This design comes from an exercise in tuning for small area on the open sky130 flow, not from production work.
The RTL of this run was laid out without a check of its function.
Power is estimated from default activity; no workload was simulated.

### flow/flow/run.sh
#!/bin/bash
# Standard layout (the standard.sh) with these changes:
#  - the port buffers are made from the smallest buffer cell;
#  - the buffers synthesis leaves on the nets between processing elements
#    are removed at floorplan (placement here is not timing-driven, which is
#    where the standard flow would remove them);
#  - clock tree: larger sink clusters and no dummy loads.
set -e
export BUFFER_PORTS_ARGS="-buffer_cell sky130_fd_sc_hd__buf_1"
export REMOVE_ABC_BUFFERS=1
export CTS_ARGS="-sink_clustering_enable -repair_clock_nets -sink_clustering_size 25 -sink_clustering_max_diameter 120 -dont_use_dummy_load"
bash standard.sh > standard.log 2>&1
### flow/standard.sh
#!/bin/bash
# synth_recipe.tcl (not shown) runs the flow's synth.tcl, then flattens the netlist and writes it again
# the make line also repeats each setting of config.mk as NAME=value (left out here)
make -C /OpenROAD-flow-scripts/flow DESIGN_CONFIG=/design/flow/config.mk WORK_HOME=/design/flow/orfs CLKGATE_MAP_FILE= SYNTH_SCRIPT=/design/flow/synth_recipe.tcl "${@:-finish}"
### flow/config.mk
export PLATFORM = sky130hd
export DESIGN_NAME = systolic
export DESIGN_NICKNAME = systolic
export VERILOG_FILES = /design/flow/design.v
export SDC_FILE = /design/flow/constraint.sdc
export NUM_CORES = 4
export LEC_CHECK = 0
export CAP_MARGIN = 20
export CORE_MARGIN = 2
export CORE_UTILIZATION = 55
export GPL_TIMING_DRIVEN = 0
export SLEW_MARGIN = 20
export SYNTH_HIERARCHICAL = 1
export SYNTH_MINIMUM_KEEP_SIZE = 0
### flow/constraint.sdc
create_clock -name core_clock -period 7.0 [get_ports {clk}]
set_input_delay 1.4000 -clock core_clock [delete_from_list [all_inputs] [get_ports {clk}]]
set_output_delay 1.4000 -clock core_clock [all_outputs]
set_load 0.01 [all_outputs]
### flow/design.v
`timescale 1 ps / 1 ps
module counter
(
  input   wire       clk,
  input   wire       rst,
  output  reg  [3:0] cnt
);
always @(posedge clk)
  if (rst) cnt <= 4'd0;
  else     cnt <= cnt + 4'd1;
endmodule
`timescale 1 ps / 1 ps
module control
(
  input   wire       clk,
  input   wire       rst,
  input   wire       enable_row_count,
  output  wire [3:0] pixel_cntr_A,
  output  reg        slice_cntr_A,
  output  reg        pixel_cntr_B,
  output  wire [3:0] slice_cntr_B,
  output  wire [4:0] rd_addr_A,
  output  wire [4:0] rd_addr_B,
  output  wire       wrap         
);
wire [3:0] cnt;
counter cnt_inst (.clk(clk), .rst(rst), .cnt(cnt));
assign wrap = &cnt;
always @(posedge clk)
  if (rst) begin
    slice_cntr_A <= 1'b0;
    pixel_cntr_B <= 1'b0;
  end else begin
    if (wrap & enable_row_count) slice_cntr_A <= ~slice_cntr_A;
    if (wrap)                    pixel_cntr_B <= ~pixel_cntr_B;
  end
assign pixel_cntr_A = cnt;
assign slice_cntr_B = cnt;
assign rd_addr_A    = {slice_cntr_A, cnt};
assign rd_addr_B    = {pixel_cntr_B, cnt};
endmodule
`timescale 1 ps / 1 ps
module pe
(
    input   wire          clk,
    input   wire          clr_d,
    input   wire  [7:0]   in_a_n,
    input   wire  [7:0]   in_b_n,
    output  reg   [7:0]   a_n,
    output  reg   [7:0]   b_n,
    output  reg   [15:0]  acc
);
reg clr;
wire [15:0] accg = acc & {16{~clr}};
wire pp0_0 = ~(a_n[0] | b_n[0]);
wire pp0_1 = ~(a_n[0] | b_n[1]);
wire pp0_2 = ~(a_n[0] | b_n[2]);
wire pp0_3 = ~(a_n[0] | b_n[3]);
wire pp0_4 = ~(a_n[0] | b_n[4]);
wire pp0_5 = ~(a_n[0] | b_n[5]);
wire pp0_6 = ~(a_n[0] | b_n[6]);
wire pp0_7 = ~(a_n[0] | b_n[7]);
wire pp1_0 = ~(a_n[1] | b_n[0]);
wire pp1_1 = ~(a_n[1] | b_n[1]);
wire pp1_2 = ~(a_n[1] | b_n[2]);
wire pp1_3 = ~(a_n[1] | b_n[3]);
wire pp1_4 = ~(a_n[1] | b_n[4]);
wire pp1_5 = ~(a_n[1] | b_n[5]);
wire pp1_6 = ~(a_n[1] | b_n[6]);
wire pp1_7 = ~(a_n[1] | b_n[7]);
wire pp2_0 = ~(a_n[2] | b_n[0]);
wire pp2_1 = ~(a_n[2] | b_n[1]);
wire pp2_2 = ~(a_n[2] | b_n[2]);
wire pp2_3 = ~(a_n[2] | b_n[3]);
wire pp2_4 = ~(a_n[2] | b_n[4]);
wire pp2_5 = ~(a_n[2] | b_n[5]);
wire pp2_6 = ~(a_n[2] | b_n[6]);
wire pp2_7 = ~(a_n[2] | b_n[7]);
wire pp3_0 = ~(a_n[3] | b_n[0]);
wire pp3_1 = ~(a_n[3] | b_n[1]);
wire pp3_2 = ~(a_n[3] | b_n[2]);
wire pp3_3 = ~(a_n[3] | b_n[3]);
wire pp3_4 = ~(a_n[3] | b_n[4]);
wire pp3_5 = ~(a_n[3] | b_n[5]);
wire pp3_6 = ~(a_n[3] | b_n[6]);
wire pp3_7 = ~(a_n[3] | b_n[7]);
wire pp4_0 = ~(a_n[4] | b_n[0]);
wire pp4_1 = ~(a_n[4] | b_n[1]);
wire pp4_2 = ~(a_n[4] | b_n[2]);
wire pp4_3 = ~(a_n[4] | b_n[3]);
wire pp4_4 = ~(a_n[4] | b_n[4]);
wire pp4_5 = ~(a_n[4] | b_n[5]);
wire pp4_6 = ~(a_n[4] | b_n[6]);
wire pp4_7 = ~(a_n[4] | b_n[7]);
wire pp5_0 = ~(a_n[5] | b_n[0]);
wire pp5_1 = ~(a_n[5] | b_n[1]);
wire pp5_2 = ~(a_n[5] | b_n[2]);
wire pp5_3 = ~(a_n[5] | b_n[3]);
wire pp5_4 = ~(a_n[5] | b_n[4]);
wire pp5_5 = ~(a_n[5] | b_n[5]);
wire pp5_6 = ~(a_n[5] | b_n[6]);
wire pp5_7 = ~(a_n[5] | b_n[7]);
wire pp6_0 = ~(a_n[6] | b_n[0]);
wire pp6_1 = ~(a_n[6] | b_n[1]);
wire pp6_2 = ~(a_n[6] | b_n[2]);
wire pp6_3 = ~(a_n[6] | b_n[3]);
wire pp6_4 = ~(a_n[6] | b_n[4]);
wire pp6_5 = ~(a_n[6] | b_n[5]);
wire pp6_6 = ~(a_n[6] | b_n[6]);
wire pp6_7 = ~(a_n[6] | b_n[7]);
wire pp7_0 = ~(a_n[7] | b_n[0]);
wire pp7_1 = ~(a_n[7] | b_n[1]);
wire pp7_2 = ~(a_n[7] | b_n[2]);
wire pp7_3 = ~(a_n[7] | b_n[3]);
wire pp7_4 = ~(a_n[7] | b_n[4]);
wire pp7_5 = ~(a_n[7] | b_n[5]);
wire pp7_6 = ~(a_n[7] | b_n[6]);
wire pp7_7 = ~(a_n[7] | b_n[7]);
wire s0, c0;
ha us0 (.a(pp0_0), .b(accg[0]), .s(s0), .co(c0));
wire s1, c1;
fa us1 (.a(pp0_1), .b(pp1_0), .c(accg[1]), .s(s1), .co(c1));
wire s2, c2;
ha us2 (.a(c0), .b(s1), .s(s2), .co(c2));
wire s3, c3;
fa us3 (.a(pp0_2), .b(pp1_1), .c(pp2_0), .s(s3), .co(c3));
wire s4, c4;
fa us4 (.a(accg[2]), .b(s3), .c(c1), .s(s4), .co(c4));
wire s5, c5;
ha us5 (.a(c2), .b(s4), .s(s5), .co(c5));
wire s6, c6;
fa us6 (.a(pp0_3), .b(pp1_2), .c(pp2_1), .s(s6), .co(c6));
wire s7, c7;
fa us7 (.a(pp3_0), .b(accg[3]), .c(c3), .s(s7), .co(c7));
wire s8, c8;
fa us8 (.a(s6), .b(s7), .c(c4), .s(s8), .co(c8));
wire s9, c9;
ha us9 (.a(c5), .b(s8), .s(s9), .co(c9));
wire s10, c10;
fa us10 (.a(pp0_4), .b(pp1_3), .c(pp2_2), .s(s10), .co(c10));
wire s11, c11;
fa us11 (.a(pp3_1), .b(pp4_0), .c(accg[4]), .s(s11), .co(c11));
wire s12, c12;
fa us12 (.a(c6), .b(s10), .c(s11), .s(s12), .co(c12));
wire s13, c13;
fa us13 (.a(c7), .b(s12), .c(c8), .s(s13), .co(c13));
wire s14, c14;
ha us14 (.a(c9), .b(s13), .s(s14), .co(c14));
wire s15, c15;
fa us15 (.a(pp0_5), .b(pp1_4), .c(pp2_3), .s(s15), .co(c15));
wire s16, c16;
fa us16 (.a(pp3_2), .b(pp4_1), .c(pp5_0), .s(s16), .co(c16));
wire s17, c17;
fa us17 (.a(accg[5]), .b(c10), .c(s15), .s(s17), .co(c17));
wire s18, c18;
fa us18 (.a(s16), .b(c11), .c(s17), .s(s18), .co(c18));
wire s19, c19;
fa us19 (.a(c12), .b(s18), .c(c13), .s(s19), .co(c19));
wire s20, c20;
ha us20 (.a(c14), .b(s19), .s(s20), .co(c20));
wire s21, c21;
fa us21 (.a(pp0_6), .b(pp1_5), .c(pp2_4), .s(s21), .co(c21));
wire s22, c22;
fa us22 (.a(pp3_3), .b(pp4_2), .c(pp5_1), .s(s22), .co(c22));
wire s23, c23;
fa us23 (.a(pp6_0), .b(accg[6]), .c(c15), .s(s23), .co(c23));
wire s24, c24;
fa us24 (.a(c16), .b(s21), .c(s22), .s(s24), .co(c24));
wire s25, c25;
fa us25 (.a(s23), .b(c17), .c(s24), .s(s25), .co(c25));
wire s26, c26;
fa us26 (.a(c18), .b(s25), .c(c19), .s(s26), .co(c26));
wire s27, c27;
ha us27 (.a(c20), .b(s26), .s(s27), .co(c27));
wire s28, c28;
fa us28 (.a(pp0_7), .b(pp1_6), .c(pp2_5), .s(s28), .co(c28));
wire s29, c29;
fa us29 (.a(pp3_4), .b(pp4_3), .c(pp5_2), .s(s29), .co(c29));
wire s30, c30;
fa us30 (.a(pp6_1), .b(pp7_0), .c(accg[7]), .s(s30), .co(c30));
wire s31, c31;
fa us31 (.a(c21), .b(c22), .c(s28), .s(s31), .co(c31));
wire s32, c32;
fa us32 (.a(s29), .b(s30), .c(c23), .s(s32), .co(c32));
wire s33, c33;
fa us33 (.a(c24), .b(s31), .c(s32), .s(s33), .co(c33));
wire s34, c34;
fa us34 (.a(c25), .b(s33), .c(c26), .s(s34), .co(c34));
wire s35, c35;
ha us35 (.a(c27), .b(s34), .s(s35), .co(c35));
wire s36, c36;
fa us36 (.a(pp1_7), .b(pp2_6), .c(pp3_5), .s(s36), .co(c36));
wire s37, c37;
fa us37 (.a(pp4_4), .b(pp5_3), .c(pp6_2), .s(s37), .co(c37));
wire s38, c38;
fa us38 (.a(pp7_1), .b(accg[8]), .c(c28), .s(s38), .co(c38));
wire s39, c39;
fa us39 (.a(c29), .b(s36), .c(s37), .s(s39), .co(c39));
wire s40, c40;
fa us40 (.a(c30), .b(s38), .c(c31), .s(s40), .co(c40));
wire s41, c41;
fa us41 (.a(s39), .b(c32), .c(s40), .s(s41), .co(c41));
wire s42, c42;
fa us42 (.a(c33), .b(s41), .c(c34), .s(s42), .co(c42));
wire s43, c43;
ha us43 (.a(c35), .b(s42), .s(s43), .co(c43));
wire s44, c44;
fa us44 (.a(pp2_7), .b(pp3_6), .c(pp4_5), .s(s44), .co(c44));
wire s45, c45;
fa us45 (.a(pp5_4), .b(pp6_3), .c(pp7_2), .s(s45), .co(c45));
wire s46, c46;
fa us46 (.a(accg[9]), .b(c36), .c(c37), .s(s46), .co(c46));
wire s47, c47;
fa us47 (.a(s44), .b(s45), .c(c38), .s(s47), .co(c47));
wire s48, c48;
fa us48 (.a(s46), .b(c39), .c(s47), .s(s48), .co(c48));
wire s49, c49;
fa us49 (.a(c40), .b(s48), .c(c41), .s(s49), .co(c49));
wire s50, c50;
fa us50 (.a(s49), .b(c42), .c(c43), .s(s50), .co(c50));
wire s51, c51;
fa us51 (.a(pp3_7), .b(pp4_6), .c(pp5_5), .s(s51), .co(c51));
wire s52, c52;
fa us52 (.a(pp6_4), .b(pp7_3), .c(accg[10]), .s(s52), .co(c52));
wire s53, c53;
fa us53 (.a(c44), .b(c45), .c(s51), .s(s53), .co(c53));
wire s54, c54;
fa us54 (.a(s52), .b(c46), .c(s53), .s(s54), .co(c54));
wire s55, c55;
fa us55 (.a(c47), .b(s54), .c(c48), .s(s55), .co(c55));
wire s56, c56;
fa us56 (.a(c49), .b(s55), .c(c50), .s(s56), .co(c56));
wire s57, c57;
fa us57 (.a(pp4_7), .b(pp5_6), .c(pp6_5), .s(s57), .co(c57));
wire s58, c58;
fa us58 (.a(pp7_4), .b(accg[11]), .c(c51), .s(s58), .co(c58));
wire s59, c59;
fa us59 (.a(s57), .b(c52), .c(s58), .s(s59), .co(c59));
wire s60, c60;
fa us60 (.a(c53), .b(c54), .c(s59), .s(s60), .co(c60));
wire s61, c61;
fa us61 (.a(s60), .b(c55), .c(c56), .s(s61), .co(c61));
wire s62, c62;
fa us62 (.a(pp5_7), .b(pp6_6), .c(pp7_5), .s(s62), .co(c62));
wire s63, c63;
fa us63 (.a(accg[12]), .b(c57), .c(s62), .s(s63), .co(c63));
wire s64, c64;
fa us64 (.a(c58), .b(s63), .c(c59), .s(s64), .co(c64));
wire s65, c65;
fa us65 (.a(c60), .b(s64), .c(c61), .s(s65), .co(c65));
wire s66, c66;
fa us66 (.a(pp6_7), .b(pp7_6), .c(accg[13]), .s(s66), .co(c66));
wire s67, c67;
fa us67 (.a(c62), .b(s66), .c(c63), .s(s67), .co(c67));
wire s68, c68;
ha us68 (.a(s67), .b(c64), .s(s68), .co(c68));
wire s69, c69;
fa us69 (.a(pp7_7), .b(accg[14]), .c(c66), .s(s69), .co(c69));
wire s70, c70;
fa us70 (.a(s69), .b(c67), .c(c68), .s(s70), .co(c70));
wire x71 = accg[15] ^ c69 ^ c70;
wire q13 = s68 ^ c65;
wire g14 = s68 & c65;
wire q14 = s70 ^ g14;
wire pr14 = s68 & s70;
wire g15 = pr14 & c65;
wire q15 = x71 ^ g15;
wire pr15 = pr14 & x71;
wire [15:0] nxt = {q15, q14, q13, s65, s61, s56, s50, s43, s35, s27, s20, s14, s9, s5, s2, s0};
always @(posedge clk) begin
    clr <= clr_d;
    a_n <= in_a_n;
    b_n <= in_b_n;
    acc <= nxt;
end
endmodule
module fa (input wire a, input wire b, input wire c, output wire s, output wire co);
assign s  = a ^ b ^ c;
assign co = (a & b) | (a & c) | (b & c);
endmodule
module ha (input wire a, input wire b, output wire s, output wire co);
assign s  = a ^ b;
assign co = a & b;
endmodule
`timescale 1 ps / 1 ps
module systolic
#
(
    parameter   D_W  = 8,  
    parameter   D_W_ACC = 16,  
    parameter   N   = 8,
    parameter   M   = 16
)
(
    input   wire                                        clk,
    input   wire                                        rst,
    input   wire                                        enable_row_count_A,
    output  wire    [$clog2(M)-1:0]                     pixel_cntr_A,
    output  wire    [($clog2(M/N)?$clog2(M/N):1)-1:0]   slice_cntr_A,
    output  wire    [($clog2(M/N)?$clog2(M/N):1)-1:0]   pixel_cntr_B,
    output  wire    [$clog2(M)-1:0]                     slice_cntr_B,
    output  wire    [$clog2((M*M)/N)-1:0]               rd_addr_A,
    output  wire    [$clog2((M*M)/N)-1:0]               rd_addr_B,
    input   wire    [N*D_W-1:0]                         A,  
    input   wire    [N*D_W-1:0]                         B,  
    output  wire    [N*N*D_W_ACC-1:0]                   D,  
    output  wire    [N*N-1:0]                           valid_D  
);
wire wrap;
control control_inst
  (
    .clk                  (clk),
    .rst                  (rst),
    .enable_row_count     (enable_row_count_A),
    .pixel_cntr_A         (pixel_cntr_A),
    .slice_cntr_A         (slice_cntr_A),
    .pixel_cntr_B         (pixel_cntr_B),
    .slice_cntr_B         (slice_cntr_B),
    .rd_addr_A            (rd_addr_A),
    .rd_addr_B            (rd_addr_B),
    .wrap                 (wrap)
  );
reg        was15;
reg [15:0] chain;    
always @(posedge clk) begin
  was15       <= wrap;
  chain[0]    <= (pixel_cntr_A == 4'd0) && was15;
  chain[15:1] <= rst ? 15'd0 : chain[14:0];
end
wire [14:0] clr_d = chain[14:0] | {15{rst}};
wire [D_W-1:0] fa [N-1:0][N:0];
wire [D_W-1:0] fb [N:0][N-1:0];
genvar i, j;
generate
  for (i = 0; i < N; i = i + 1) begin : g_in
    assign fa[i][0] = rst ? {D_W{1'b1}} : ~A[i*D_W +: D_W];
    assign fb[0][i] = rst ? {D_W{1'b1}} : ~B[i*D_W +: D_W];
  end
  for (i = 0; i < N; i = i + 1) begin : g_row
    for (j = 0; j < N; j = j + 1) begin : g_col
      assign valid_D[i*N+j] = chain[i+j+1];
      pe pe_v
      (
        .clk    (clk),
        .clr_d  (clr_d[i+j]),
        .in_a_n (fa[i][j]),
        .in_b_n (fb[i][j]),
        .a_n    (fa[i][j+1]),
        .b_n    (fb[i+1][j]),
        .acc    (D[(i*N+j)*D_W_ACC +: D_W_ACC])
      );
    end
  end
endgenerate
endmodule
==> flow_metrics.tcl <==
set metrics [dict create \
    outcome "finished clean" \
    clock-sinks 2135 \
    drtIter0Drc 6031 \
    drt-total-wl_um 444000 \
    finalSetupTns_ns 0 \
    synth_warnings 10 \
    fin_ws_ns 0.318 \
    clockRootBuffer "clkbuf_16" \
    max_freq_ghz 0.150 \
    slew_viol_final 0 \
    hpwl_um 369000 \
    vias_per_cell 5.52 \
    placementRows 199 \
    startpoint_type "flip-flop" \
    insertion_delay_ns 0.90 \
    final_util_pct 57.7 \
    design_area_um2 169000 \
    syn_to_final_growth_pct 4.68 \
    syn_inst 13500 \
    cts_resized 0 \
    drc 0 \
    finClkSkew_ns 0.0605 \
    fin_nets 18400 \
    setup_viol 0 \
    grt_pass1_wl_um 691000 \
    cts_made_buffers 106 \
    hold_violations 0 \
    cp.arrival_ns 7.45 \
    p_per_area_nw_per_um2 243 \
    synthAdderAreaFrac_pct 53.8 \
    drtPass1Iterations 5 \
    final_cells 17600 \
    cp_max_fo 16 \
    core_area_um2 293000 \
    groute.usage.overall_pct 30.7 \
    htreeDepth 3 \
    multi_input_area_um2 114000 \
    ir_worst_vdd_mv 0.245 \
    cts_setup_buffers 0 \
    cp-end-kind "flip-flop" \
    synth_mux_area_share_pct 0.00929 \
    clkTransAtPathRegs_ns 0.10 \
    tightest_slew_ns 0.966 \
    worst_hold_path_type "flip-flop to flip-flop" \
    clock_path_buffers 4 \
    synth_top_family_by_area "adder cells" \
    syn_area_per_cell_um2 12.0 \
    synth.ff_latch_count 2135 \
    synthDistinctLibCells 25 \
    cts_tree "done" \
    die_x_um 546 \
    die-area_um2 298000 \
    synth_compound_area_share_pct 0.0108 \
    hold_buffers 0 \
    ioPinCount 1239 \
    rsz0062_at_grt "no" \
    grt-ovfl-total 0 \
    worst_ep_required_time_ns 7.77 \
    placedCellCount 17500 \
    slew_headroom_pct 35.6 \
    initial_core_util_pct 55.1 \
    power_leakage_nw 83.3 \
    port_buffers 1238 \
    antenna_left 0 \
    fin_crit_ns 6.68 \
    period_share_pct 95.5 \
    die_y_um 546 \
    syn_area_um2 162000 \
    synth-seq-area-share_pct 26.4 \
    path_class "flip-flop to flip-flop" \
    place_congestion 0.934 \
    synth-simple-area-share_pct 15.2 \
    dp_slack_ns 0.330 \
    maxCapViolCount 0 \
    synth_xor_area_share_pct 1.60 \
    drive_above_1_share_pct 3.69 \
    antenna_found_initial 18 \
    drt-wirelength-per-cell_um 25.3 \
    grt_pass1_vias 113000 \
    grt_max_degree 43 \
    num-fill-cells 24400 \
    routed-via-count 97100 \
    place_area_um2 167000 \
    ff_latch_area_um2 42700 \
]
-- critical path, stage by stage (launching register included) --
cell     delay [ns]
dfxtp_1        0.80
and2b_2        0.31
fa_1           0.40
fa_1           0.39
fa_1           0.38
fa_1           0.39
fa_1           0.39
fa_1           0.38
fa_1           0.40
fa_1           0.45
ha_1           0.21
fa_1           0.39
fa_1           0.43
fa_1           0.41
fa_1           0.43
ha_1           0.23
xor2_1         0.17
-- per-stage QoR --
| stage | total power [mW] | hold WS [ns] |
|---|---|---|
| after detailed placement | 34.6 | 0.416 |
| after floorplan | 27.0 | 0.406 |
| after global placement | 34.2 | 0.418 |
| after global routing | 44.3 | 0.473 |
| after CTS | 41.7 | 0.444 |
| final | 41.2 | 0.442 |
-- report_power, final --
group | switching, mW | leakage (nW) | internal (mW)
clock | 4.14 | 1.31 | 2.70
combinational | 10.2 | 64.1 | 6.61
sequential | 2.67 | 17.8 | 14.9
-- final timing paths --
| check | slack, ns | cells past startpoint | startpoint | endpoint |
|---|---|---|---|---|
| max reg2reg | 0.32 | 16 | g_row[5].g_col[1].pe_v.clr | g_row[5].g_col[1].pe_v.acc[14] |
| min reg2reg | 0.44 | 1 | chain[0] | g_row[0].g_col[0].pe_v.clr |
| max | 0.32 | 16 | g_row[5].g_col[1].pe_v.clr | g_row[5].g_col[1].pe_v.acc[14] |
| min | 0.44 | 1 | chain[0] | g_row[0].g_col[0].pe_v.clr |
-- area by class of cell --
class | count | share of cell area (%)
multi-input cells | 10200 | 67.5
well taps | 3919 | 2.90
diodes | 15 | 0.0222
clock buffers | 106 | 1.57
repair buffers | 1243 | 2.81
flip-flops and latches | 2135 | 25.3
-- metal layers --
metal / vias to the layer above / GRT usage, % / routed length [um] / part of all wire [%]
met5: - / 0 / 74 / 0.017
met4: 12 / 20.3 / 35400 / 8.0
met3: 852 / 6.92 / 33200 / 7.5
met2: 3629 / 49.3 / 212000 / 48
met1: 51900 / 37.5 / 164000 / 37
li1: 40600 / - / - / -
-- Yosys stat by module, one instance, submodules excluded --
module	cell area, um^2	cells inside
control	205	24
counter	145	13
fa	20.0	1
ha	12.5	1
pe	1140	135
systolic	1910	258
-- synth_stat cells --
cell type	n	area [um^2]
a21oi_2	1	8.76
buf_6	2	22.5
clkbuf_1	1090	4090
xor2_1	64	561
and4_1	1	8.76
nand2b_1	129	807
a31o_1	1	8.76
nor4_1	1	6.26
or2_2	5	31.3
buf_2	13	65.1
dfxtp_1	2135	42700
buf_4	79	593
mux2_4	1	15.0
xnor3_1	64	1440
nor2b_1	273	1710
ha_1	705	8820
nand2b_2	64	561
or2_1	10	62.6
nor2_1	4101	15400
fa_1	3904	78200
nand3_1	65	325
xnor2_1	66	578
and2b_1	384	2880
and2b_2	320	2800
and2_1	1	6.26
-- layout by cell type, fill, tap and decap left out --
master / instances
mux2_4: 1
nand3_1: 65
buf_1: 1237
clkbuf_16: 106
ha_1: 705
buf_2: 1
diode_2: 15
and2b_1: 384
and2_1: 1
dfxtp_1: 2135
or2_1: 10
and2b_2: 320
xnor2_1: 66
fa_1: 3904
nand2b_2: 64
nor2b_1: 273
xnor3_1: 64
nand2b_1: 129
xor2_1: 64
and4_1: 1
buf_12: 5
nor2_1: 4101
a21oi_2: 1
nor4_1: 1
or2_2: 5
a31o_1: 1
-- cells by family (layout without fill, tap and decap cells) --
logic type / after synthesis / count (layout)
AND/OR/NAND/NOR: 5354 / 5354
multiplexers: 1 / 1
AO/OA/AOI/OAI: 2 / 2
flip-flops: 2135 / 2135
other: 0 / 15
adder cells (fa/ha/maj): 4609 / 4609
buffers and inverters: 1184 / 1349
XOR/XNOR: 194 / 194
-- state kept, by name, indices dropped and copies added, names as in the netlist --
signal                     count
control_inst.slice_cntr_A      1
chain                         16
control_inst.cnt_inst.cnt      4
control_inst.pixel_cntr_B      1
g_row.g_col.pe_v.clr          64
g_row.g_col.pe_v.acc        1024
g_row.g_col.pe_v.a_n         512
was15                          1
g_row.g_col.pe_v.b_n         512

==> what the ideal ports hide <==
The results above use ideal ports. As a check the final layout listed here was re-extracted and re-timed, cells and wires unchanged. Step 1 sets driving cells, clkbuf_16 on the clock port and buf_2 on the other inputs (assumed; they add their load-dependent delay and slew). Step 2 moves the port delays by t, midway between the first and last clock arrival at a register: inputs arrive t later, outputs are due t later. That takes back most of the time a late clock gives input paths. Slacks: no drivers / after step 1 / after step 2; pairs: no drivers / after step 1.
shift t [ns]: 0.978
slack for setup (ns): 0.318 / 0.318 / 0.318
worst setup path at the end: register to register
latest minus earliest clock arrival (ns): 0.074 / 0.073
worst register clock-pin slew, ns: 0.11 / 0.11
After both steps this run still meets setup and hold. The setup slack of this run moves by 0.000 ns with the drivers and by 0.000 ns with both steps.
